Source: an optimization exercise on an open RTL-to-GDS flow (aim: small area and a short achievable clock period). Production flows keep margins and buffers that such runs may drop.
The RTL was checked by simulation tests, not by an equivalence proof against the original design.

==> design/flow/design.v <==
module fir_gen (input clk, input reset, input Load_x,
    input signed [7:0] x_in, input signed [7:0] c_in, output signed [7:0] y_out);
reg [7:0] x, c0, c1, c2;
reg [15:0] a2;
reg [16:0] a1;
reg [7:0] a0h;
wire p1;
wire p2;
wire p3;
wire p4;
wire p5;
wire p6;
wire p7;
wire p8;
wire p9;
wire p10;
wire p11;
wire p12;
wire p13;
wire p14;
wire p15;
wire p16;
wire p17;
wire p18;
wire p19;
wire p20;
wire p21;
wire p22;
wire p23;
wire p24;
wire p25;
wire p26;
wire p27;
wire p28;
wire p29;
wire p30;
wire p31;
wire p32;
wire p33;
wire p34;
wire p35;
wire p36;
wire p37;
wire p38;
wire p39;
wire p40;
wire p41;
wire p42;
wire p43;
wire p44;
wire p45;
wire p46;
wire p47;
wire p48;
wire p49;
wire p50;
wire p51;
wire p52;
wire p53;
wire p54;
wire p55;
wire p56;
wire p57;
wire p58;
wire p59;
wire p60;
wire p61;
wire p62;
wire p63;
wire p64;
wire s65;
wire c66;
wire s67;
wire c68;
wire s69;
wire c70;
wire s71;
wire c72;
wire s73;
wire c74;
wire s75;
wire c76;
wire s77;
wire c78;
wire s79;
wire c80;
wire s81;
wire c82;
wire s83;
wire c84;
wire s85;
wire c86;
wire s87;
wire c88;
wire s89;
wire c90;
wire s91;
wire c92;
wire s93;
wire c94;
wire s95;
wire c96;
wire s97;
wire c98;
wire s99;
wire c100;
wire s101;
wire c102;
wire s103;
wire c104;
wire s105;
wire c106;
wire s107;
wire c108;
wire s109;
wire c110;
wire s111;
wire c112;
wire s113;
wire c114;
wire s115;
wire c116;
wire s117;
wire c118;
wire s119;
wire c120;
wire s121;
wire c122;
wire s123;
wire c124;
wire s125;
wire c126;
wire s127;
wire c128;
wire s129;
wire c130;
wire s131;
wire c132;
wire s133;
wire c134;
wire s135;
wire c136;
wire s137;
wire c138;
wire s139;
wire c140;
wire s141;
wire c142;
wire s143;
wire c144;
wire s145;
wire c146;
wire s147;
wire c148;
wire g149;
wire g150;
wire g151;
wire g152;
wire g153;
wire g154;
wire g155;
wire g156;
wire g157;
wire g158;
wire g159;
wire g160;
wire g161;
wire g162;
wire x163;
wire x164;
wire x165;
wire x166;
wire x167;
wire x168;
wire x169;
wire x170;
wire x171;
wire x172;
wire x173;
wire x174;
wire x175;
wire x176;
wire g177;
wire g178;
wire o179;
wire g180;
wire g181;
wire o182;
wire g183;
wire g184;
wire o185;
wire g186;
wire g187;
wire o188;
wire g189;
wire g190;
wire o191;
wire g192;
wire g193;
wire o194;
wire g195;
wire g196;
wire o197;
wire g198;
wire g199;
wire o200;
wire g201;
wire g202;
wire o203;
wire g204;
wire g205;
wire o206;
wire g207;
wire g208;
wire o209;
wire g210;
wire g211;
wire o212;
wire g213;
wire g214;
wire o215;
wire g216;
wire g217;
wire o218;
wire g219;
wire g220;
wire o221;
wire g222;
wire g223;
wire o224;
wire g225;
wire g226;
wire o227;
wire g228;
wire g229;
wire o230;
wire g231;
wire g232;
wire o233;
wire g234;
wire g235;
wire o236;
wire g237;
wire g238;
wire o239;
wire g240;
wire g241;
wire o242;
wire g243;
wire g244;
wire o245;
wire g246;
wire g247;
wire o248;
wire g249;
wire g250;
wire o251;
wire g252;
wire g253;
wire o254;
wire g255;
wire g256;
wire o257;
wire g258;
wire x259;
wire x260;
wire x261;
wire x262;
wire x263;
wire x264;
wire x265;
wire x266;
wire x267;
wire x268;
wire x269;
wire x270;
wire x271;
wire p272;
wire p273;
wire p274;
wire p275;
wire p276;
wire p277;
wire p278;
wire p279;
wire p280;
wire p281;
wire p282;
wire p283;
wire p284;
wire p285;
wire p286;
wire p287;
wire p288;
wire p289;
wire p290;
wire p291;
wire p292;
wire p293;
wire p294;
wire p295;
wire p296;
wire p297;
wire p298;
wire p299;
wire p300;
wire p301;
wire p302;
wire p303;
wire p304;
wire p305;
wire p306;
wire p307;
wire p308;
wire p309;
wire p310;
wire p311;
wire p312;
wire p313;
wire p314;
wire p315;
wire p316;
wire p317;
wire p318;
wire p319;
wire p320;
wire p321;
wire p322;
wire p323;
wire p324;
wire p325;
wire p326;
wire p327;
wire p328;
wire p329;
wire p330;
wire p331;
wire p332;
wire p333;
wire p334;
wire p335;
wire s336;
wire c337;
wire s338;
wire c339;
wire s340;
wire c341;
wire s342;
wire c343;
wire s344;
wire c345;
wire s346;
wire c347;
wire s348;
wire c349;
wire s350;
wire c351;
wire s352;
wire c353;
wire s354;
wire c355;
wire s356;
wire c357;
wire s358;
wire c359;
wire s360;
wire c361;
wire s362;
wire c363;
wire s364;
wire c365;
wire s366;
wire c367;
wire s368;
wire c369;
wire s370;
wire c371;
wire s372;
wire c373;
wire s374;
wire c375;
wire s376;
wire c377;
wire s378;
wire c379;
wire s380;
wire c381;
wire s382;
wire c383;
wire s384;
wire c385;
wire s386;
wire c387;
wire s388;
wire c389;
wire s390;
wire c391;
wire s392;
wire c393;
wire s394;
wire c395;
wire s396;
wire c397;
wire s398;
wire c399;
wire s400;
wire c401;
wire s402;
wire c403;
wire s404;
wire c405;
wire s406;
wire c407;
wire s408;
wire c409;
wire s410;
wire c411;
wire s412;
wire c413;
wire s414;
wire c415;
wire s416;
wire c417;
wire s418;
wire c419;
wire s420;
wire c421;
wire s422;
wire c423;
wire s424;
wire c425;
wire s426;
wire c427;
wire s428;
wire c429;
wire s430;
wire c431;
wire s432;
wire c433;
wire s434;
wire c435;
wire s436;
wire c437;
wire s438;
wire c439;
wire s440;
wire c441;
wire s442;
wire c443;
wire s444;
wire c445;
wire s446;
wire c447;
wire g448;
wire g449;
wire g450;
wire g451;
wire g452;
wire g453;
wire g454;
wire g455;
wire g456;
wire g457;
wire g458;
wire g459;
wire g460;
wire g461;
wire g462;
wire g463;
wire x464;
wire x465;
wire x466;
wire x467;
wire x468;
wire x469;
wire x470;
wire x471;
wire x472;
wire x473;
wire x474;
wire x475;
wire x476;
wire x477;
wire x478;
wire x479;
wire g480;
wire o481;
wire g482;
wire g483;
wire o484;
wire g485;
wire g486;
wire o487;
wire g488;
wire g489;
wire o490;
wire g491;
wire g492;
wire o493;
wire g494;
wire g495;
wire o496;
wire g497;
wire g498;
wire o499;
wire g500;
wire g501;
wire o502;
wire g503;
wire g504;
wire o505;
wire g506;
wire g507;
wire o508;
wire g509;
wire g510;
wire o511;
wire g512;
wire g513;
wire o514;
wire g515;
wire g516;
wire o517;
wire g518;
wire g519;
wire o520;
wire g521;
wire g522;
wire o523;
wire g524;
wire g525;
wire o526;
wire g527;
wire g528;
wire o529;
wire g530;
wire g531;
wire o532;
wire g533;
wire g534;
wire o535;
wire g536;
wire g537;
wire o538;
wire g539;
wire g540;
wire o541;
wire g542;
wire g543;
wire o544;
wire g545;
wire g546;
wire o547;
wire g548;
wire g549;
wire o550;
wire g551;
wire g552;
wire o553;
wire g554;
wire g555;
wire o556;
wire g557;
wire g558;
wire o559;
wire g560;
wire g561;
wire o562;
wire g563;
wire g564;
wire o565;
wire g566;
wire g567;
wire o568;
wire g569;
wire g570;
wire o571;
wire g572;
wire g573;
wire o574;
wire g575;
wire x576;
wire x577;
wire x578;
wire x579;
wire x580;
wire x581;
wire x582;
wire x583;
wire x584;
wire x585;
wire x586;
wire x587;
wire x588;
wire x589;
wire x590;
wire p591;
wire p592;
wire p593;
wire p594;
wire p595;
wire p596;
wire p597;
wire p598;
wire p599;
wire p600;
wire p601;
wire p602;
wire p603;
wire p604;
wire p605;
wire p606;
wire p607;
wire p608;
wire p609;
wire p610;
wire p611;
wire p612;
wire p613;
wire p614;
wire p615;
wire p616;
wire p617;
wire p618;
wire p619;
wire p620;
wire p621;
wire p622;
wire p623;
wire p624;
wire p625;
wire p626;
wire p627;
wire p628;
wire p629;
wire p630;
wire p631;
wire p632;
wire p633;
wire p634;
wire p635;
wire p636;
wire p637;
wire p638;
wire p639;
wire p640;
wire p641;
wire p642;
wire p643;
wire p644;
wire p645;
wire p646;
wire p647;
wire p648;
wire p649;
wire p650;
wire p651;
wire p652;
wire p653;
wire p654;
wire s655;
wire c656;
wire s657;
wire c658;
wire s659;
wire c660;
wire s661;
wire c662;
wire s663;
wire c664;
wire s665;
wire c666;
wire s667;
wire c668;
wire s669;
wire c670;
wire s671;
wire c672;
wire s673;
wire c674;
wire s675;
wire c676;
wire s677;
wire c678;
wire s679;
wire c680;
wire s681;
wire c682;
wire s683;
wire c684;
wire s685;
wire c686;
wire s687;
wire c688;
wire s689;
wire c690;
wire s691;
wire c692;
wire s693;
wire c694;
wire s695;
wire c696;
wire s697;
wire c698;
wire s699;
wire c700;
wire s701;
wire c702;
wire s703;
wire c704;
wire s705;
wire c706;
wire s707;
wire c708;
wire s709;
wire c710;
wire s711;
wire c712;
wire s713;
wire c714;
wire s715;
wire c716;
wire s717;
wire c718;
wire s719;
wire c720;
wire s721;
wire c722;
wire s723;
wire c724;
wire s725;
wire c726;
wire s727;
wire c728;
wire s729;
wire c730;
wire s731;
wire c732;
wire s733;
wire c734;
wire s735;
wire c736;
wire s737;
wire c738;
wire s739;
wire c740;
wire s741;
wire c742;
wire s743;
wire c744;
wire s745;
wire c746;
wire s747;
wire c748;
wire s749;
wire c750;
wire s751;
wire c752;
wire s753;
wire c754;
wire s755;
wire c756;
wire s757;
wire c758;
wire s759;
wire c760;
wire s761;
wire c762;
wire s763;
wire c764;
wire s765;
wire c766;
wire s767;
wire c768;
wire s769;
wire c770;
wire s771;
wire c772;
wire s773;
wire c774;
wire s775;
wire c776;
wire s777;
wire c778;
wire s779;
wire c780;
wire g781;
wire g782;
wire g783;
wire g784;
wire g785;
wire g786;
wire g787;
wire g788;
wire g789;
wire g790;
wire g791;
wire g792;
wire g793;
wire g794;
wire g795;
wire g796;
wire g797;
wire x798;
wire x799;
wire x800;
wire x801;
wire x802;
wire x803;
wire x804;
wire x805;
wire x806;
wire x807;
wire x808;
wire x809;
wire x810;
wire x811;
wire x812;
wire x813;
wire x814;
wire g815;
wire o816;
wire g817;
wire g818;
wire o819;
wire g820;
wire g821;
wire o822;
wire g823;
wire g824;
wire o825;
wire g826;
wire g827;
wire o828;
wire g829;
wire g830;
wire o831;
wire g832;
wire g833;
wire o834;
wire g835;
wire g836;
wire o837;
wire g838;
wire g839;
wire o840;
wire g841;
wire g842;
wire o843;
wire g844;
wire g845;
wire o846;
wire g847;
wire g848;
wire o849;
wire g850;
wire g851;
wire o852;
wire g853;
wire g854;
wire o855;
wire g856;
wire g857;
wire o858;
wire g859;
wire g860;
wire o861;
wire g862;
wire g863;
wire o864;
wire g865;
wire g866;
wire o867;
wire g868;
wire g869;
wire o870;
wire g871;
wire g872;
wire o873;
wire g874;
wire g875;
wire o876;
wire g877;
wire g878;
wire o879;
wire g880;
wire g881;
wire o882;
wire g883;
wire g884;
wire o885;
wire g886;
wire g887;
wire o888;
wire g889;
wire g890;
wire o891;
wire g892;
wire g893;
wire o894;
wire g895;
wire g896;
wire o897;
wire g898;
wire g899;
wire o900;
wire g901;
wire g902;
wire o903;
wire g904;
wire g905;
wire o906;
wire g907;
wire g908;
wire o909;
wire g910;
wire g911;
wire o912;
wire g913;
wire x914;
wire x915;
wire x916;
wire x917;
wire x918;
wire x919;
wire x920;
wire x921;
assign p1 = x[0] & c2[0];
assign p2 = x[0] & c2[1];
assign p3 = x[0] & c2[2];
assign p4 = x[0] & c2[3];
assign p5 = x[0] & c2[4];
assign p6 = x[0] & c2[5];
assign p7 = x[0] & c2[6];
assign p8 = ~(x[0] & c2[7]);
assign p9 = x[1] & c2[0];
assign p10 = x[1] & c2[1];
assign p11 = x[1] & c2[2];
assign p12 = x[1] & c2[3];
assign p13 = x[1] & c2[4];
assign p14 = x[1] & c2[5];
assign p15 = x[1] & c2[6];
assign p16 = ~(x[1] & c2[7]);
assign p17 = x[2] & c2[0];
assign p18 = x[2] & c2[1];
assign p19 = x[2] & c2[2];
assign p20 = x[2] & c2[3];
assign p21 = x[2] & c2[4];
assign p22 = x[2] & c2[5];
assign p23 = x[2] & c2[6];
assign p24 = ~(x[2] & c2[7]);
assign p25 = x[3] & c2[0];
assign p26 = x[3] & c2[1];
assign p27 = x[3] & c2[2];
assign p28 = x[3] & c2[3];
assign p29 = x[3] & c2[4];
assign p30 = x[3] & c2[5];
assign p31 = x[3] & c2[6];
assign p32 = ~(x[3] & c2[7]);
assign p33 = x[4] & c2[0];
assign p34 = x[4] & c2[1];
assign p35 = x[4] & c2[2];
assign p36 = x[4] & c2[3];
assign p37 = x[4] & c2[4];
assign p38 = x[4] & c2[5];
assign p39 = x[4] & c2[6];
assign p40 = ~(x[4] & c2[7]);
assign p41 = x[5] & c2[0];
assign p42 = x[5] & c2[1];
assign p43 = x[5] & c2[2];
assign p44 = x[5] & c2[3];
assign p45 = x[5] & c2[4];
assign p46 = x[5] & c2[5];
assign p47 = x[5] & c2[6];
assign p48 = ~(x[5] & c2[7]);
assign p49 = x[6] & c2[0];
assign p50 = x[6] & c2[1];
assign p51 = x[6] & c2[2];
assign p52 = x[6] & c2[3];
assign p53 = x[6] & c2[4];
assign p54 = x[6] & c2[5];
assign p55 = x[6] & c2[6];
assign p56 = ~(x[6] & c2[7]);
assign p57 = ~(x[7] & c2[0]);
assign p58 = ~(x[7] & c2[1]);
assign p59 = ~(x[7] & c2[2]);
assign p60 = ~(x[7] & c2[3]);
assign p61 = ~(x[7] & c2[4]);
assign p62 = ~(x[7] & c2[5]);
assign p63 = ~(x[7] & c2[6]);
assign p64 = x[7] & c2[7];
ha_cell us65 (.a(p7), .b(p14), .s(s65), .co(c66));
fa_cell us67 (.a(p8), .b(p15), .c(p22), .s(s67), .co(c68));
ha_cell us69 (.a(p29), .b(p36), .s(s69), .co(c70));
fa_cell us71 (.a(p16), .b(p23), .c(p30), .s(s71), .co(c72));
ha_cell us73 (.a(p37), .b(p44), .s(s73), .co(c74));
fa_cell us75 (.a(p24), .b(p31), .c(p38), .s(s75), .co(c76));
ha_cell us77 (.a(p5), .b(p12), .s(s77), .co(c78));
fa_cell us79 (.a(p6), .b(p13), .c(p20), .s(s79), .co(c80));
ha_cell us81 (.a(p27), .b(p34), .s(s81), .co(c82));
fa_cell us83 (.a(p21), .b(p28), .c(p35), .s(s83), .co(c84));
fa_cell us85 (.a(p42), .b(p49), .c(s65), .s(s85), .co(c86));
fa_cell us87 (.a(p43), .b(p50), .c(p57), .s(s87), .co(c88));
fa_cell us89 (.a(c66), .b(s67), .c(s69), .s(s89), .co(c90));
fa_cell us91 (.a(p51), .b(p58), .c(c68), .s(s91), .co(c92));
fa_cell us93 (.a(c70), .b(s71), .c(s73), .s(s93), .co(c94));
fa_cell us95 (.a(p45), .b(p52), .c(p59), .s(s95), .co(c96));
fa_cell us97 (.a(c72), .b(c74), .c(s75), .s(s97), .co(c98));
fa_cell us99 (.a(p32), .b(p39), .c(p46), .s(s99), .co(c100));
fa_cell us101 (.a(p53), .b(p60), .c(c76), .s(s101), .co(c102));
fa_cell us103 (.a(p40), .b(p47), .c(p54), .s(s103), .co(c104));
ha_cell us105 (.a(p4), .b(p11), .s(s105), .co(c106));
fa_cell us107 (.a(p19), .b(p26), .c(p33), .s(s107), .co(c108));
fa_cell us109 (.a(p41), .b(c78), .c(s79), .s(s109), .co(c110));
fa_cell us111 (.a(c80), .b(c82), .c(s83), .s(s111), .co(c112));
fa_cell us113 (.a(c84), .b(c86), .c(s87), .s(s113), .co(c114));
fa_cell us115 (.a(c88), .b(c90), .c(s91), .s(s115), .co(c116));
fa_cell us117 (.a(c92), .b(c94), .c(s95), .s(s117), .co(c118));
fa_cell us119 (.a(c96), .b(c98), .c(s99), .s(s119), .co(c120));
fa_cell us121 (.a(p61), .b(c100), .c(c102), .s(s121), .co(c122));
fa_cell us123 (.a(p48), .b(p55), .c(p62), .s(s123), .co(c124));
ha_cell us125 (.a(p3), .b(p10), .s(s125), .co(c126));
fa_cell us127 (.a(p18), .b(p25), .c(s105), .s(s127), .co(c128));
fa_cell us129 (.a(s77), .b(c106), .c(s107), .s(s129), .co(c130));
fa_cell us131 (.a(s81), .b(c108), .c(s109), .s(s131), .co(c132));
fa_cell us133 (.a(s85), .b(c110), .c(s111), .s(s133), .co(c134));
fa_cell us135 (.a(s89), .b(c112), .c(s113), .s(s135), .co(c136));
fa_cell us137 (.a(s93), .b(c114), .c(s115), .s(s137), .co(c138));
fa_cell us139 (.a(s97), .b(c116), .c(s117), .s(s139), .co(c140));
fa_cell us141 (.a(s101), .b(c118), .c(s119), .s(s141), .co(c142));
fa_cell us143 (.a(s103), .b(c120), .c(s121), .s(s143), .co(c144));
fa_cell us145 (.a(c104), .b(c122), .c(s123), .s(s145), .co(c146));
fa_cell us147 (.a(p56), .b(p63), .c(c124), .s(s147), .co(c148));
assign g149 = p2 & p9;
assign g150 = p17 & s125;
assign g151 = c126 & s127;
assign g152 = c128 & s129;
assign g153 = c130 & s131;
assign g154 = c132 & s133;
assign g155 = c134 & s135;
assign g156 = c136 & s137;
assign g157 = c138 & s139;
assign g158 = c140 & s141;
assign g159 = c142 & s143;
assign g160 = c144 & s145;
assign g161 = c146 & s147;
assign g162 = p64 & c148;
assign x163 = p2 ^ p9;
assign x164 = p17 ^ s125;
assign x165 = c126 ^ s127;
assign x166 = c128 ^ s129;
assign x167 = c130 ^ s131;
assign x168 = c132 ^ s133;
assign x169 = c134 ^ s135;
assign x170 = c136 ^ s137;
assign x171 = c138 ^ s139;
assign x172 = c140 ^ s141;
assign x173 = c142 ^ s143;
assign x174 = c144 ^ s145;
assign x175 = c146 ^ s147;
assign x176 = p64 ^ c148;
assign g177 = x163 & p1;
assign g178 = x165 & g150;
assign o179 = g151 | g178;
assign g180 = x165 & x164;
assign g181 = x167 & g152;
assign o182 = g153 | g181;
assign g183 = x167 & x166;
assign g184 = x169 & g154;
assign o185 = g155 | g184;
assign g186 = x169 & x168;
assign g187 = x171 & g156;
assign o188 = g157 | g187;
assign g189 = x171 & x170;
assign g190 = x173 & g158;
assign o191 = g159 | g190;
assign g192 = x173 & x172;
assign g193 = x175 & g160;
assign o194 = g161 | g193;
assign g195 = x175 & x174;
assign g196 = x164 & g149;
assign o197 = g150 | g196;
assign g198 = x164 & g177;
assign g199 = g180 & g149;
assign o200 = o179 | g199;
assign g201 = g180 & g177;
assign g202 = x168 & o182;
assign o203 = g154 | g202;
assign g204 = x168 & g183;
assign g205 = g186 & o182;
assign o206 = o185 | g205;
assign g207 = g186 & g183;
assign g208 = x172 & o188;
assign o209 = g158 | g208;
assign g210 = x172 & g189;
assign g211 = g192 & o188;
assign o212 = o191 | g211;
assign g213 = g192 & g189;
assign g214 = x176 & o194;
assign o215 = g162 | g214;
assign g216 = x176 & g195;
assign g217 = x166 & o200;
assign o218 = g152 | g217;
assign g219 = x166 & g201;
assign g220 = g183 & o200;
assign o221 = o182 | g220;
assign g222 = g183 & g201;
assign g223 = g204 & o200;
assign o224 = o203 | g223;
assign g225 = g204 & g201;
assign g226 = g207 & o200;
assign o227 = o206 | g226;
assign g228 = g207 & g201;
assign g229 = x174 & o212;
assign o230 = g160 | g229;
assign g231 = x174 & g213;
assign g232 = g195 & o212;
assign o233 = o194 | g232;
assign g234 = g195 & g213;
assign g235 = g216 & o212;
assign o236 = o215 | g235;
assign g237 = g216 & g213;
assign g238 = x170 & o227;
assign o239 = g156 | g238;
assign g240 = x170 & g228;
assign g241 = g189 & o227;
assign o242 = o188 | g241;
assign g243 = g189 & g228;
assign g244 = g210 & o227;
assign o245 = o209 | g244;
assign g246 = g210 & g228;
assign g247 = g213 & o227;
assign o248 = o212 | g247;
assign g249 = g213 & g228;
assign g250 = g231 & o227;
assign o251 = o230 | g250;
assign g252 = g231 & g228;
assign g253 = g234 & o227;
assign o254 = o233 | g253;
assign g255 = g234 & g228;
assign g256 = g237 & o227;
assign o257 = o236 | g256;
assign g258 = g237 & g228;
assign x259 = x164 ^ g149;
assign x260 = x165 ^ o197;
assign x261 = x166 ^ o200;
assign x262 = x167 ^ o218;
assign x263 = x168 ^ o221;
assign x264 = x169 ^ o224;
assign x265 = x170 ^ o227;
assign x266 = x171 ^ o239;
assign x267 = x172 ^ o242;
assign x268 = x173 ^ o245;
assign x269 = x174 ^ o248;
assign x270 = x175 ^ o251;
assign x271 = x176 ^ o254;
assign p272 = x[0] & c1[0];
assign p273 = x[0] & c1[1];
assign p274 = x[0] & c1[2];
assign p275 = x[0] & c1[3];
assign p276 = x[0] & c1[4];
assign p277 = x[0] & c1[5];
assign p278 = x[0] & c1[6];
assign p279 = ~(x[0] & c1[7]);
assign p280 = x[1] & c1[0];
assign p281 = x[1] & c1[1];
assign p282 = x[1] & c1[2];
assign p283 = x[1] & c1[3];
assign p284 = x[1] & c1[4];
assign p285 = x[1] & c1[5];
assign p286 = x[1] & c1[6];
assign p287 = ~(x[1] & c1[7]);
assign p288 = x[2] & c1[0];
assign p289 = x[2] & c1[1];
assign p290 = x[2] & c1[2];
assign p291 = x[2] & c1[3];
assign p292 = x[2] & c1[4];
assign p293 = x[2] & c1[5];
assign p294 = x[2] & c1[6];
assign p295 = ~(x[2] & c1[7]);
assign p296 = x[3] & c1[0];
assign p297 = x[3] & c1[1];
assign p298 = x[3] & c1[2];
assign p299 = x[3] & c1[3];
assign p300 = x[3] & c1[4];
assign p301 = x[3] & c1[5];
assign p302 = x[3] & c1[6];
assign p303 = ~(x[3] & c1[7]);
assign p304 = x[4] & c1[0];
assign p305 = x[4] & c1[1];
assign p306 = x[4] & c1[2];
assign p307 = x[4] & c1[3];
assign p308 = x[4] & c1[4];
assign p309 = x[4] & c1[5];
assign p310 = x[4] & c1[6];
assign p311 = ~(x[4] & c1[7]);
assign p312 = x[5] & c1[0];
assign p313 = x[5] & c1[1];
assign p314 = x[5] & c1[2];
assign p315 = x[5] & c1[3];
assign p316 = x[5] & c1[4];
assign p317 = x[5] & c1[5];
assign p318 = x[5] & c1[6];
assign p319 = ~(x[5] & c1[7]);
assign p320 = x[6] & c1[0];
assign p321 = x[6] & c1[1];
assign p322 = x[6] & c1[2];
assign p323 = x[6] & c1[3];
assign p324 = x[6] & c1[4];
assign p325 = x[6] & c1[5];
assign p326 = x[6] & c1[6];
assign p327 = ~(x[6] & c1[7]);
assign p328 = ~(x[7] & c1[0]);
assign p329 = ~(x[7] & c1[1]);
assign p330 = ~(x[7] & c1[2]);
assign p331 = ~(x[7] & c1[3]);
assign p332 = ~(x[7] & c1[4]);
assign p333 = ~(x[7] & c1[5]);
assign p334 = ~(x[7] & c1[6]);
assign p335 = x[7] & c1[7];
ha_cell us336 (.a(p277), .b(p284), .s(s336), .co(c337));
fa_cell us338 (.a(p278), .b(p285), .c(p292), .s(s338), .co(c339));
ha_cell us340 (.a(p299), .b(p306), .s(s340), .co(c341));
fa_cell us342 (.a(p279), .b(p286), .c(p293), .s(s342), .co(c343));
fa_cell us344 (.a(p300), .b(p307), .c(p314), .s(s344), .co(c345));
ha_cell us346 (.a(p321), .b(p328), .s(s346), .co(c347));
fa_cell us348 (.a(p287), .b(p294), .c(p301), .s(s348), .co(c349));
fa_cell us350 (.a(p308), .b(p315), .c(p322), .s(s350), .co(c351));
ha_cell us352 (.a(p329), .b(a2[8]), .s(s352), .co(c353));
fa_cell us354 (.a(p295), .b(p302), .c(p309), .s(s354), .co(c355));
fa_cell us356 (.a(p316), .b(p323), .c(p330), .s(s356), .co(c357));
fa_cell us358 (.a(p303), .b(p310), .c(p317), .s(s358), .co(c359));
ha_cell us360 (.a(p275), .b(p282), .s(s360), .co(c361));
fa_cell us362 (.a(p276), .b(p283), .c(p290), .s(s362), .co(c363));
ha_cell us364 (.a(p297), .b(p304), .s(s364), .co(c365));
fa_cell us366 (.a(p291), .b(p298), .c(p305), .s(s366), .co(c367));
fa_cell us368 (.a(p312), .b(a2[5]), .c(s336), .s(s368), .co(c369));
fa_cell us370 (.a(p313), .b(p320), .c(a2[6]), .s(s370), .co(c371));
fa_cell us372 (.a(c337), .b(s338), .c(s340), .s(s372), .co(c373));
fa_cell us374 (.a(a2[7]), .b(c339), .c(c341), .s(s374), .co(c375));
fa_cell us376 (.a(s342), .b(s344), .c(s346), .s(s376), .co(c377));
fa_cell us378 (.a(c343), .b(c345), .c(c347), .s(s378), .co(c379));
fa_cell us380 (.a(s348), .b(s350), .c(s352), .s(s380), .co(c381));
fa_cell us382 (.a(a2[9]), .b(c349), .c(c351), .s(s382), .co(c383));
fa_cell us384 (.a(c353), .b(s354), .c(s356), .s(s384), .co(c385));
fa_cell us386 (.a(p324), .b(p331), .c(a2[10]), .s(s386), .co(c387));
fa_cell us388 (.a(c355), .b(c357), .c(s358), .s(s388), .co(c389));
fa_cell us390 (.a(p311), .b(p318), .c(p325), .s(s390), .co(c391));
fa_cell us392 (.a(p332), .b(a2[11]), .c(c359), .s(s392), .co(c393));
fa_cell us394 (.a(p319), .b(p326), .c(p333), .s(s394), .co(c395));
ha_cell us396 (.a(p274), .b(p281), .s(s396), .co(c397));
fa_cell us398 (.a(p289), .b(p296), .c(a2[3]), .s(s398), .co(c399));
fa_cell us400 (.a(a2[4]), .b(c361), .c(s362), .s(s400), .co(c401));
fa_cell us402 (.a(c363), .b(c365), .c(s366), .s(s402), .co(c403));
fa_cell us404 (.a(c367), .b(c369), .c(s370), .s(s404), .co(c405));
fa_cell us406 (.a(c371), .b(c373), .c(s374), .s(s406), .co(c407));
fa_cell us408 (.a(c375), .b(c377), .c(s378), .s(s408), .co(c409));
fa_cell us410 (.a(c379), .b(c381), .c(s382), .s(s410), .co(c411));
fa_cell us412 (.a(c383), .b(c385), .c(s386), .s(s412), .co(c413));
fa_cell us414 (.a(c387), .b(c389), .c(s390), .s(s414), .co(c415));
fa_cell us416 (.a(a2[12]), .b(c391), .c(c393), .s(s416), .co(c417));
fa_cell us418 (.a(p327), .b(p334), .c(a2[13]), .s(s418), .co(c419));
ha_cell us420 (.a(p273), .b(p280), .s(s420), .co(c421));
fa_cell us422 (.a(p288), .b(a2[2]), .c(s396), .s(s422), .co(c423));
fa_cell us424 (.a(s360), .b(c397), .c(s398), .s(s424), .co(c425));
fa_cell us426 (.a(s364), .b(c399), .c(s400), .s(s426), .co(c427));
fa_cell us428 (.a(s368), .b(c401), .c(s402), .s(s428), .co(c429));
fa_cell us430 (.a(s372), .b(c403), .c(s404), .s(s430), .co(c431));
fa_cell us432 (.a(s376), .b(c405), .c(s406), .s(s432), .co(c433));
fa_cell us434 (.a(s380), .b(c407), .c(s408), .s(s434), .co(c435));
fa_cell us436 (.a(s384), .b(c409), .c(s410), .s(s436), .co(c437));
fa_cell us438 (.a(s388), .b(c411), .c(s412), .s(s438), .co(c439));
fa_cell us440 (.a(s392), .b(c413), .c(s414), .s(s440), .co(c441));
fa_cell us442 (.a(s394), .b(c415), .c(s416), .s(s442), .co(c443));
fa_cell us444 (.a(c395), .b(c417), .c(s418), .s(s444), .co(c445));
fa_cell us446 (.a(p335), .b(a2[14]), .c(c419), .s(s446), .co(c447));
assign g448 = p272 & a2[0];
assign g449 = a2[1] & s420;
assign g450 = c421 & s422;
assign g451 = c423 & s424;
assign g452 = c425 & s426;
assign g453 = c427 & s428;
assign g454 = c429 & s430;
assign g455 = c431 & s432;
assign g456 = c433 & s434;
assign g457 = c435 & s436;
assign g458 = c437 & s438;
assign g459 = c439 & s440;
assign g460 = c441 & s442;
assign g461 = c443 & s444;
assign g462 = c445 & s446;
assign g463 = a2[15] & c447;
assign x464 = p272 ^ a2[0];
assign x465 = a2[1] ^ s420;
assign x466 = c421 ^ s422;
assign x467 = c423 ^ s424;
assign x468 = c425 ^ s426;
assign x469 = c427 ^ s428;
assign x470 = c429 ^ s430;
assign x471 = c431 ^ s432;
assign x472 = c433 ^ s434;
assign x473 = c435 ^ s436;
assign x474 = c437 ^ s438;
assign x475 = c439 ^ s440;
assign x476 = c441 ^ s442;
assign x477 = c443 ^ s444;
assign x478 = c445 ^ s446;
assign x479 = a2[15] ^ c447;
assign g480 = x465 & g448;
assign o481 = g449 | g480;
assign g482 = x465 & x464;
assign g483 = x467 & g450;
assign o484 = g451 | g483;
assign g485 = x467 & x466;
assign g486 = x469 & g452;
assign o487 = g453 | g486;
assign g488 = x469 & x468;
assign g489 = x471 & g454;
assign o490 = g455 | g489;
assign g491 = x471 & x470;
assign g492 = x473 & g456;
assign o493 = g457 | g492;
assign g494 = x473 & x472;
assign g495 = x475 & g458;
assign o496 = g459 | g495;
assign g497 = x475 & x474;
assign g498 = x477 & g460;
assign o499 = g461 | g498;
assign g500 = x477 & x476;
assign g501 = x479 & g462;
assign o502 = g463 | g501;
assign g503 = x479 & x478;
assign g504 = x466 & o481;
assign o505 = g450 | g504;
assign g506 = x466 & g482;
assign g507 = g485 & o481;
assign o508 = o484 | g507;
assign g509 = g485 & g482;
assign g510 = x470 & o487;
assign o511 = g454 | g510;
assign g512 = x470 & g488;
assign g513 = g491 & o487;
assign o514 = o490 | g513;
assign g515 = g491 & g488;
assign g516 = x474 & o493;
assign o517 = g458 | g516;
assign g518 = x474 & g494;
assign g519 = g497 & o493;
assign o520 = o496 | g519;
assign g521 = g497 & g494;
assign g522 = x478 & o499;
assign o523 = g462 | g522;
assign g524 = x478 & g500;
assign g525 = g503 & o499;
assign o526 = o502 | g525;
assign g527 = g503 & g500;
assign g528 = x468 & o508;
assign o529 = g452 | g528;
assign g530 = x468 & g509;
assign g531 = g488 & o508;
assign o532 = o487 | g531;
assign g533 = g488 & g509;
assign g534 = g512 & o508;
assign o535 = o511 | g534;
assign g536 = g512 & g509;
assign g537 = g515 & o508;
assign o538 = o514 | g537;
assign g539 = g515 & g509;
assign g540 = x476 & o520;
assign o541 = g460 | g540;
assign g542 = x476 & g521;
assign g543 = g500 & o520;
assign o544 = o499 | g543;
assign g545 = g500 & g521;
assign g546 = g524 & o520;
assign o547 = o523 | g546;
assign g548 = g524 & g521;
assign g549 = g527 & o520;
assign o550 = o526 | g549;
assign g551 = g527 & g521;
assign g552 = x472 & o538;
assign o553 = g456 | g552;
assign g554 = x472 & g539;
assign g555 = g494 & o538;
assign o556 = o493 | g555;
assign g557 = g494 & g539;
assign g558 = g518 & o538;
assign o559 = o517 | g558;
assign g560 = g518 & g539;
assign g561 = g521 & o538;
assign o562 = o520 | g561;
assign g563 = g521 & g539;
assign g564 = g542 & o538;
assign o565 = o541 | g564;
assign g566 = g542 & g539;
assign g567 = g545 & o538;
assign o568 = o544 | g567;
assign g569 = g545 & g539;
assign g570 = g548 & o538;
assign o571 = o547 | g570;
assign g572 = g548 & g539;
assign g573 = g551 & o538;
assign o574 = o550 | g573;
assign g575 = g551 & g539;
assign x576 = x465 ^ g448;
assign x577 = x466 ^ o481;
assign x578 = x467 ^ o505;
assign x579 = x468 ^ o508;
assign x580 = x469 ^ o529;
assign x581 = x470 ^ o532;
assign x582 = x471 ^ o535;
assign x583 = x472 ^ o538;
assign x584 = x473 ^ o553;
assign x585 = x474 ^ o556;
assign x586 = x475 ^ o559;
assign x587 = x476 ^ o562;
assign x588 = x477 ^ o565;
assign x589 = x478 ^ o568;
assign x590 = x479 ^ o571;
assign p591 = x[0] & c0[0];
assign p592 = x[0] & c0[1];
assign p593 = x[0] & c0[2];
assign p594 = x[0] & c0[3];
assign p595 = x[0] & c0[4];
assign p596 = x[0] & c0[5];
assign p597 = x[0] & c0[6];
assign p598 = ~(x[0] & c0[7]);
assign p599 = x[1] & c0[0];
assign p600 = x[1] & c0[1];
assign p601 = x[1] & c0[2];
assign p602 = x[1] & c0[3];
assign p603 = x[1] & c0[4];
assign p604 = x[1] & c0[5];
assign p605 = x[1] & c0[6];
assign p606 = ~(x[1] & c0[7]);
assign p607 = x[2] & c0[0];
assign p608 = x[2] & c0[1];
assign p609 = x[2] & c0[2];
assign p610 = x[2] & c0[3];
assign p611 = x[2] & c0[4];
assign p612 = x[2] & c0[5];
assign p613 = x[2] & c0[6];
assign p614 = ~(x[2] & c0[7]);
assign p615 = x[3] & c0[0];
assign p616 = x[3] & c0[1];
assign p617 = x[3] & c0[2];
assign p618 = x[3] & c0[3];
assign p619 = x[3] & c0[4];
assign p620 = x[3] & c0[5];
assign p621 = x[3] & c0[6];
assign p622 = ~(x[3] & c0[7]);
assign p623 = x[4] & c0[0];
assign p624 = x[4] & c0[1];
assign p625 = x[4] & c0[2];
assign p626 = x[4] & c0[3];
assign p627 = x[4] & c0[4];
assign p628 = x[4] & c0[5];
assign p629 = x[4] & c0[6];
assign p630 = ~(x[4] & c0[7]);
assign p631 = x[5] & c0[0];
assign p632 = x[5] & c0[1];
assign p633 = x[5] & c0[2];
assign p634 = x[5] & c0[3];
assign p635 = x[5] & c0[4];
assign p636 = x[5] & c0[5];
assign p637 = x[5] & c0[6];
assign p638 = ~(x[5] & c0[7]);
assign p639 = x[6] & c0[0];
assign p640 = x[6] & c0[1];
assign p641 = x[6] & c0[2];
assign p642 = x[6] & c0[3];
assign p643 = x[6] & c0[4];
assign p644 = x[6] & c0[5];
assign p645 = x[6] & c0[6];
assign p646 = ~(x[6] & c0[7]);
assign p647 = ~(x[7] & c0[0]);
assign p648 = ~(x[7] & c0[1]);
assign p649 = ~(x[7] & c0[2]);
assign p650 = ~(x[7] & c0[3]);
assign p651 = ~(x[7] & c0[4]);
assign p652 = ~(x[7] & c0[5]);
assign p653 = ~(x[7] & c0[6]);
assign p654 = x[7] & c0[7];
ha_cell us655 (.a(p596), .b(p603), .s(s655), .co(c656));
fa_cell us657 (.a(p597), .b(p604), .c(p611), .s(s657), .co(c658));
ha_cell us659 (.a(p618), .b(p625), .s(s659), .co(c660));
fa_cell us661 (.a(p598), .b(p605), .c(p612), .s(s661), .co(c662));
fa_cell us663 (.a(p619), .b(p626), .c(p633), .s(s663), .co(c664));
ha_cell us665 (.a(p640), .b(p647), .s(s665), .co(c666));
assign s667 = ~(p606 ^ p613);
assign c668 = p606 | p613;
fa_cell us669 (.a(p620), .b(p627), .c(p634), .s(s669), .co(c670));
fa_cell us671 (.a(p641), .b(p648), .c(a1[8]), .s(s671), .co(c672));
assign s673 = ~(p614 ^ p621);
assign c674 = p614 | p621;
fa_cell us675 (.a(p628), .b(p635), .c(p642), .s(s675), .co(c676));
ha_cell us677 (.a(p649), .b(a1[9]), .s(s677), .co(c678));
fa_cell us679 (.a(p622), .b(p629), .c(p636), .s(s679), .co(c680));
ha_cell us681 (.a(p643), .b(p650), .s(s681), .co(c682));
ha_cell us683 (.a(p630), .b(p637), .s(s683), .co(c684));
ha_cell us685 (.a(p594), .b(p601), .s(s685), .co(c686));
fa_cell us687 (.a(p595), .b(p602), .c(p609), .s(s687), .co(c688));
ha_cell us689 (.a(p616), .b(p623), .s(s689), .co(c690));
fa_cell us691 (.a(p610), .b(p617), .c(p624), .s(s691), .co(c692));
fa_cell us693 (.a(p631), .b(a1[5]), .c(s655), .s(s693), .co(c694));
fa_cell us695 (.a(p632), .b(p639), .c(a1[6]), .s(s695), .co(c696));
fa_cell us697 (.a(c656), .b(s657), .c(s659), .s(s697), .co(c698));
fa_cell us699 (.a(a1[7]), .b(c658), .c(c660), .s(s699), .co(c700));
fa_cell us701 (.a(s661), .b(s663), .c(s665), .s(s701), .co(c702));
fa_cell us703 (.a(c662), .b(c664), .c(c666), .s(s703), .co(c704));
fa_cell us705 (.a(s667), .b(s669), .c(s671), .s(s705), .co(c706));
fa_cell us707 (.a(c668), .b(c670), .c(c672), .s(s707), .co(c708));
fa_cell us709 (.a(s673), .b(s675), .c(s677), .s(s709), .co(c710));
fa_cell us711 (.a(a1[10]), .b(c674), .c(c676), .s(s711), .co(c712));
fa_cell us713 (.a(c678), .b(s679), .c(s681), .s(s713), .co(c714));
fa_cell us715 (.a(p644), .b(p651), .c(a1[11]), .s(s715), .co(c716));
fa_cell us717 (.a(c680), .b(c682), .c(s683), .s(s717), .co(c718));
fa_cell us719 (.a(p638), .b(p645), .c(p652), .s(s719), .co(c720));
ha_cell us721 (.a(a1[12]), .b(c684), .s(s721), .co(c722));
ha_cell us723 (.a(p646), .b(p653), .s(s723), .co(c724));
ha_cell us725 (.a(p593), .b(p600), .s(s725), .co(c726));
fa_cell us727 (.a(p608), .b(p615), .c(a1[3]), .s(s727), .co(c728));
fa_cell us729 (.a(a1[4]), .b(c686), .c(s687), .s(s729), .co(c730));
fa_cell us731 (.a(c688), .b(c690), .c(s691), .s(s731), .co(c732));
fa_cell us733 (.a(c692), .b(c694), .c(s695), .s(s733), .co(c734));
fa_cell us735 (.a(c696), .b(c698), .c(s699), .s(s735), .co(c736));
fa_cell us737 (.a(c700), .b(c702), .c(s703), .s(s737), .co(c738));
fa_cell us739 (.a(c704), .b(c706), .c(s707), .s(s739), .co(c740));
fa_cell us741 (.a(c708), .b(c710), .c(s711), .s(s741), .co(c742));
fa_cell us743 (.a(c712), .b(c714), .c(s715), .s(s743), .co(c744));
fa_cell us745 (.a(c716), .b(c718), .c(s719), .s(s745), .co(c746));
fa_cell us747 (.a(a1[13]), .b(c720), .c(c722), .s(s747), .co(c748));
ha_cell us749 (.a(p654), .b(a1[14]), .s(s749), .co(c750));
ha_cell us751 (.a(p592), .b(p599), .s(s751), .co(c752));
fa_cell us753 (.a(p607), .b(a1[2]), .c(s725), .s(s753), .co(c754));
fa_cell us755 (.a(s685), .b(c726), .c(s727), .s(s755), .co(c756));
fa_cell us757 (.a(s689), .b(c728), .c(s729), .s(s757), .co(c758));
fa_cell us759 (.a(s693), .b(c730), .c(s731), .s(s759), .co(c760));
fa_cell us761 (.a(s697), .b(c732), .c(s733), .s(s761), .co(c762));
fa_cell us763 (.a(s701), .b(c734), .c(s735), .s(s763), .co(c764));
fa_cell us765 (.a(s705), .b(c736), .c(s737), .s(s765), .co(c766));
fa_cell us767 (.a(s709), .b(c738), .c(s739), .s(s767), .co(c768));
fa_cell us769 (.a(s713), .b(c740), .c(s741), .s(s769), .co(c770));
fa_cell us771 (.a(s717), .b(c742), .c(s743), .s(s771), .co(c772));
fa_cell us773 (.a(s721), .b(c744), .c(s745), .s(s773), .co(c774));
fa_cell us775 (.a(s723), .b(c746), .c(s747), .s(s775), .co(c776));
fa_cell us777 (.a(c724), .b(c748), .c(s749), .s(s777), .co(c778));
assign s779 = ~(a1[15] ^ c750);
assign c780 = a1[15] | c750;
assign g781 = p591 & a1[0];
assign g782 = a1[1] & s751;
assign g783 = c752 & s753;
assign g784 = c754 & s755;
assign g785 = c756 & s757;
assign g786 = c758 & s759;
assign g787 = c760 & s761;
assign g788 = c762 & s763;
assign g789 = c764 & s765;
assign g790 = c766 & s767;
assign g791 = c768 & s769;
assign g792 = c770 & s771;
assign g793 = c772 & s773;
assign g794 = c774 & s775;
assign g795 = c776 & s777;
assign g796 = c778 & s779;
assign g797 = a1[16] & c780;
assign x798 = p591 ^ a1[0];
assign x799 = a1[1] ^ s751;
assign x800 = c752 ^ s753;
assign x801 = c754 ^ s755;
assign x802 = c756 ^ s757;
assign x803 = c758 ^ s759;
assign x804 = c760 ^ s761;
assign x805 = c762 ^ s763;
assign x806 = c764 ^ s765;
assign x807 = c766 ^ s767;
assign x808 = c768 ^ s769;
assign x809 = c770 ^ s771;
assign x810 = c772 ^ s773;
assign x811 = c774 ^ s775;
assign x812 = c776 ^ s777;
assign x813 = c778 ^ s779;
assign x814 = a1[16] ^ c780;
assign g815 = x799 & g781;
assign o816 = g782 | g815;
assign g817 = x799 & x798;
assign g818 = x801 & g783;
assign o819 = g784 | g818;
assign g820 = x801 & x800;
assign g821 = x803 & g785;
assign o822 = g786 | g821;
assign g823 = x803 & x802;
assign g824 = x805 & g787;
assign o825 = g788 | g824;
assign g826 = x805 & x804;
assign g827 = x807 & g789;
assign o828 = g790 | g827;
assign g829 = x807 & x806;
assign g830 = x809 & g791;
assign o831 = g792 | g830;
assign g832 = x809 & x808;
assign g833 = x811 & g793;
assign o834 = g794 | g833;
assign g835 = x811 & x810;
assign g836 = x813 & g795;
assign o837 = g796 | g836;
assign g838 = x813 & x812;
assign g839 = x800 & o816;
assign o840 = g783 | g839;
assign g841 = x800 & g817;
assign g842 = g820 & o816;
assign o843 = o819 | g842;
assign g844 = g820 & g817;
assign g845 = x804 & o822;
assign o846 = g787 | g845;
assign g847 = x804 & g823;
assign g848 = g826 & o822;
assign o849 = o825 | g848;
assign g850 = g826 & g823;
assign g851 = x808 & o828;
assign o852 = g791 | g851;
assign g853 = x808 & g829;
assign g854 = g832 & o828;
assign o855 = o831 | g854;
assign g856 = g832 & g829;
assign g857 = x812 & o834;
assign o858 = g795 | g857;
assign g859 = x812 & g835;
assign g860 = g838 & o834;
assign o861 = o837 | g860;
assign g862 = g838 & g835;
assign g863 = x802 & o843;
assign o864 = g785 | g863;
assign g865 = x802 & g844;
assign g866 = g823 & o843;
assign o867 = o822 | g866;
assign g868 = g823 & g844;
assign g869 = g847 & o843;
assign o870 = o846 | g869;
assign g871 = g847 & g844;
assign g872 = g850 & o843;
assign o873 = o849 | g872;
assign g874 = g850 & g844;
assign g875 = x810 & o855;
assign o876 = g793 | g875;
assign g877 = x810 & g856;
assign g878 = g835 & o855;
assign o879 = o834 | g878;
assign g880 = g835 & g856;
assign g881 = g859 & o855;
assign o882 = o858 | g881;
assign g883 = g859 & g856;
assign g884 = g862 & o855;
assign o885 = o861 | g884;
assign g886 = g862 & g856;
assign g887 = x806 & o873;
assign o888 = g789 | g887;
assign g889 = x806 & g874;
assign g890 = g829 & o873;
assign o891 = o828 | g890;
assign g892 = g829 & g874;
assign g893 = g853 & o873;
assign o894 = o852 | g893;
assign g895 = g853 & g874;
assign g896 = g856 & o873;
assign o897 = o855 | g896;
assign g898 = g856 & g874;
assign g899 = g877 & o873;
assign o900 = o876 | g899;
assign g901 = g877 & g874;
assign g902 = g880 & o873;
assign o903 = o879 | g902;
assign g904 = g880 & g874;
assign g905 = g883 & o873;
assign o906 = o882 | g905;
assign g907 = g883 & g874;
assign g908 = g886 & o873;
assign o909 = o885 | g908;
assign g910 = g886 & g874;
assign g911 = x814 & o909;
assign o912 = g797 | g911;
assign g913 = x814 & g910;
assign x914 = x807 ^ o888;
assign x915 = x808 ^ o891;
assign x916 = x809 ^ o894;
assign x917 = x810 ^ o897;
assign x918 = x811 ^ o900;
assign x919 = x812 ^ o903;
assign x920 = x813 ^ o906;
assign x921 = x814 ^ o909;
always @(posedge clk or posedge reset)
  if (reset) begin
    x <= 8'd0; c0 <= 8'd0; c1 <= 8'd0; c2 <= 8'd0;
    a2 <= 16'd32512; a1 <= 17'd65024; a0h <= 8'd0;
  end else begin
    if (Load_x) x <= x_in;
    else begin c2 <= c_in; c1 <= c2; c0 <= c1; end
    a2 <= {o257,x271,x270,x269,x268,x267,x266,x265,x264,x263,x262,x261,x260,x259,x163,p1};
    a1 <= {o574,x590,x589,x588,x587,x586,x585,x584,x583,x582,x581,x580,x579,x578,x577,x576,x464};
    a0h <= {x921,x920,x919,x918,x917,x916,x915,x914};
  end
assign y_out = a0h;
endmodule
module fa_cell (input a, input b, input c, output s, output co);
assign {co, s} = a + b + c;
endmodule
module ha_cell (input a, input b, output s, output co);
assign {co, s} = a + b;
endmodule
==> design/flow/run.sh <==
#!/bin/bash
# synth_recipe.tcl (not shown) runs the flow's synth.tcl, then flattens the netlist and writes it again
# the make line also repeats each setting of config.mk as NAME=value (left out here)
make -C /OpenROAD-flow-scripts/flow DESIGN_CONFIG=/design/flow/config.mk WORK_HOME=/design/flow/orfs CLKGATE_MAP_FILE= SYNTH_SCRIPT=/design/flow/synth_recipe.tcl finish
==> design/flow/config.mk <==
export PLATFORM = sky130hd
export DESIGN_NAME = fir_gen
export DESIGN_NICKNAME = fir_gen
export VERILOG_FILES = /design/flow/design.v
export SDC_FILE = /design/flow/constraint.sdc
export NUM_CORES = 4
export LEC_CHECK = 0
export CAP_MARGIN = 20
export CORE_MARGIN = 2
export CORE_UTILIZATION = 40
export SLEW_MARGIN = 20
export SYNTH_HIERARCHICAL = 1
export SYNTH_MINIMUM_KEEP_SIZE = 0
==> design/flow/constraint.sdc <==
create_clock -name core_clock -period 5.5 [get_ports {clk}]
set_input_delay 1.1000 -clock core_clock [delete_from_list [all_inputs] [get_ports {clk}]]
set_output_delay 1.1000 -clock core_clock [all_outputs]
set_load 0.01 [all_outputs]
==> results.txt <==
-- worst paths after layout --
| kind | to | depth (start not counted) |
|---|---|---|
| min reg2reg | a1[0] | 1 |
| max in group asynchronous | a2[8] | 3 |
| min | a1[0] | 1 |
| max | a1[15] | 12 |
| min in group asynchronous | a2[15] | 2 |
| max reg2reg | a1[15] | 12 |
-- metrics by stage --
stage          std cells  setup slack (ps)  util, %  hold WS, ps
6_report             979               702     45.6          502
5_1_grt              979               444     45.6          514
4_1_cts              979               732     45.6          510
3_5_place_dp         963               743     44.1          488
3_3_place_gp         963               897     44.1          494
2_1_floorplan        685              1270        -          456
-- routing by layer --
layer,vias up,global-route usage (%),wire (um)
li1,2297,-,-
met4,0,6.67,327
met2,86,29.9,8710
met3,20,2.26,452
met5,-,0,0
met1,2708,22.1,7550
-- sequential cells by signal, indices dropped and copies added, names as in the netlist --
signal and cells:
c2 8, a1 17, a0h 8, x 8, c0 8, a2 16, c1 8
-- Yosys stat by module, one instance, submodules excluded --
module,area (um2),cells inside,copies in the design,flops+latches
fa_cell,20.0,1,130,0
ha_cell,12.5,1,28,0
fir_gen,5100,527,1,73
-- worst max-delay path: stages (launching register included) --
cell	delay, ps
dfrtp_1	700
nand2_1	160
fa_1	550
fa_1	460
fa_1	540
fa_1	410
ha_1	330
a21o_1	200
or3_1	320
nor4_2	230
o21ai_1	200
a2111oi_0	470
or3b_1	180
-- cells in the mapped netlist (all sizes together), types with 2 or more instances --
cell type,number,area share [%]
a2111oi,2,0.45
a211o,2,0.22
a211oi,2,0.25
a21o,11,1.0
a21oi,17,1.1
a31oi,2,0.16
and2,148,11
buf,3,0.14
clkbuf,20,0.93
dfrtp,59,18
dfstp,14,4.6
fa,137,34
ha,75,12
inv,22,1.0
mux2,32,4.5
nand2,50,2.3
nand3,6,0.37
nand4,2,0.16
nor2,11,0.51
nor2b,2,0.16
nor3,4,0.25
nor4,2,0.23
o211ai,4,0.37
o21ai,11,0.68
o21bai,2,0.23
o31ai,2,0.25
or3,4,0.37
xnor2,14,1.5
xor2,14,1.5
-- logic make-up after synthesis --
logic type      Yosys count
flops                    73
fa+ha+maj               212
simple gates            233
buf+inv                  45
compound gates           62
xor+xnor                 28
mux                      32
-- layout by cell type (no fill, tap or decap), types with 3 or more instances in the layout --
cell / synthesis / routed
o21ai_1: 8 / 8
nor3_1: 4 / 4
a21oi_1: 17 / 17
a21o_1: 10 / 10
nor2_1: 11 / 11
o21ai_0: 3 / 3
mux2_2: 16 / 16
nand3_1: 6 / 6
clkdlybuf4s50_1: 0 / 26
xnor2_1: 14 / 14
o211ai_1: 4 / 4
nand2_1: 50 / 50
fa_1: 137 / 137
buf_4: 0 / 10
dfstp_2: 14 / 14
clkinv_2: 0 / 5
or3_1: 3 / 3
dfrtp_1: 59 / 59
inv_1: 22 / 21
and2_1: 148 / 148
clkbuf_16: 0 / 9
mux2_1: 16 / 16
ha_1: 75 / 75
xor2_1: 14 / 14
-- area by class of cell --
cell class / instances / area [um2]
Clock buffer: 10 / 229
Tap cell: 265 / 332
Fill cell: 1820 / 10700
Inverter: 22 / 83.8
Sequential cell: 73 / 1840
Multi-Input combinational cell: 567 / 6040
Timing Repair Buffer: 36 / 335
Clock inverter: 6 / 58.8
==> reports/results.tsv <==
metric	value	unit
outcome	finished clean	
fin_crit	4800	ps
placeableCoreArea	19600	um2
min_from	a2[0]	
routabilityCongestion	0.840	
grt_pass1_wl	29100	um
synth-simple-area-share	16.3	%
async_flop_share	100	%
synth_cells	685	
worst-r2r-setup-slack	700	ps
cts_tree	built	
yosysSeqAreaShare	22.9	%
synth.avg_cell_area	11.8	um2
worstPathArrival	5090	ps
synth_compound_gate_area_share	5.51	%
overflow	0	
vias_per_cell	5.22	
rows	51	
r2r-start	x[1]	
cts-resized-gates	0	
ys_types	49	
synth-edff-count	0	
ys_ff_latch	73	
cts.htree.levels	3	
post_cts_buffers	0	
antenna_found_initial	0	
synth_xor_area_share	3.04	%
antenna_cells	0	
cts_num_sinks	73	
ys.flop_type	dfrtp_1	
syn-num-nets	916	
tightest_slew	741	ps
vias	5111	
ant_nets	0	
numCtsBuffers	9	
initial_utilization	41.1	%
dp_hpwl	13300	um
die_x	146	um
clock_latency	350	ps
wl_per_cell	17.4	um
stdcell_area	8920	um2
synth_top_family_by_area	adder cells	
cts_hold_buffers	0	
crit_start	x[1]	
wl	17000	um
fin_crit_sh	87.2	%
synth_mux_area_share	4.47	%
finalSetupViolCount	0	
drive_gt1_share	9.10	%
area_growth	10.8	%
drv_slew	0	
start_kind	flip-flop	
max-cap-violations	0	
dpl-instance-area	8640	um2
max_freq	208	MHz
grt_pass1_vias	5802	
hold_viol_final	0	
tns	0	ps
drtIter0Drc	175	
rsz0062_at_grt	no	
skew	6.99	ps
clk_pin_slew	60	ps
worst-setup-path-type	flip-flop to flip-flop	
drt_pass1_iterations	4	
grt_max_degree	39	
grt.total_usage	17.3	%
hold_path.class	flip-flop to flip-flop	
die_h	146	um
cp_data_required_time	5790	ps
port_buffers	26	
ios	27	
fin_nets	940	
post_synth_instance_area	8060	um2
drcViolationCount	0	
cts_buffer_depth	2	
cts_root_buf	clkbuf_16	
crit_path_end_kind	flip-flop	
die_area	21300	um2
worstPathMaxFanout	16	
relSlewSlack	50.6	%
synth_adder_area_share	45.7	%
yosysWarnings	7	

[separate check: timing with driven ports]
No port has a modelled driver above. Below, the same layout with a new extraction and two added sets of constraints. Step 1 sets driving cells, clkbuf_16 on the clock port and buf_2 on the other inputs (assumed; they add their load-dependent delay and slew). Step 2 times the ports against the registers' clock, not the clock port: input delays grow and output delays shrink by t, the midpoint of the rising clock arrivals with the driver on. Slacks: ideal / step 1 / step 2; pairs: ideal / step 1.
t (ns): 0.389
setup slack, ns: 0.702 / 0.702 / 0.702
worst hold slack (ns): 0.502 / 0.502 / 0.502
cell pins on the clock port's net: 1
After both steps setup and hold are still met in this run. For this run, drivers alone change the setup slack by 0.000 ns; drivers and shift together by 0.000 ns.
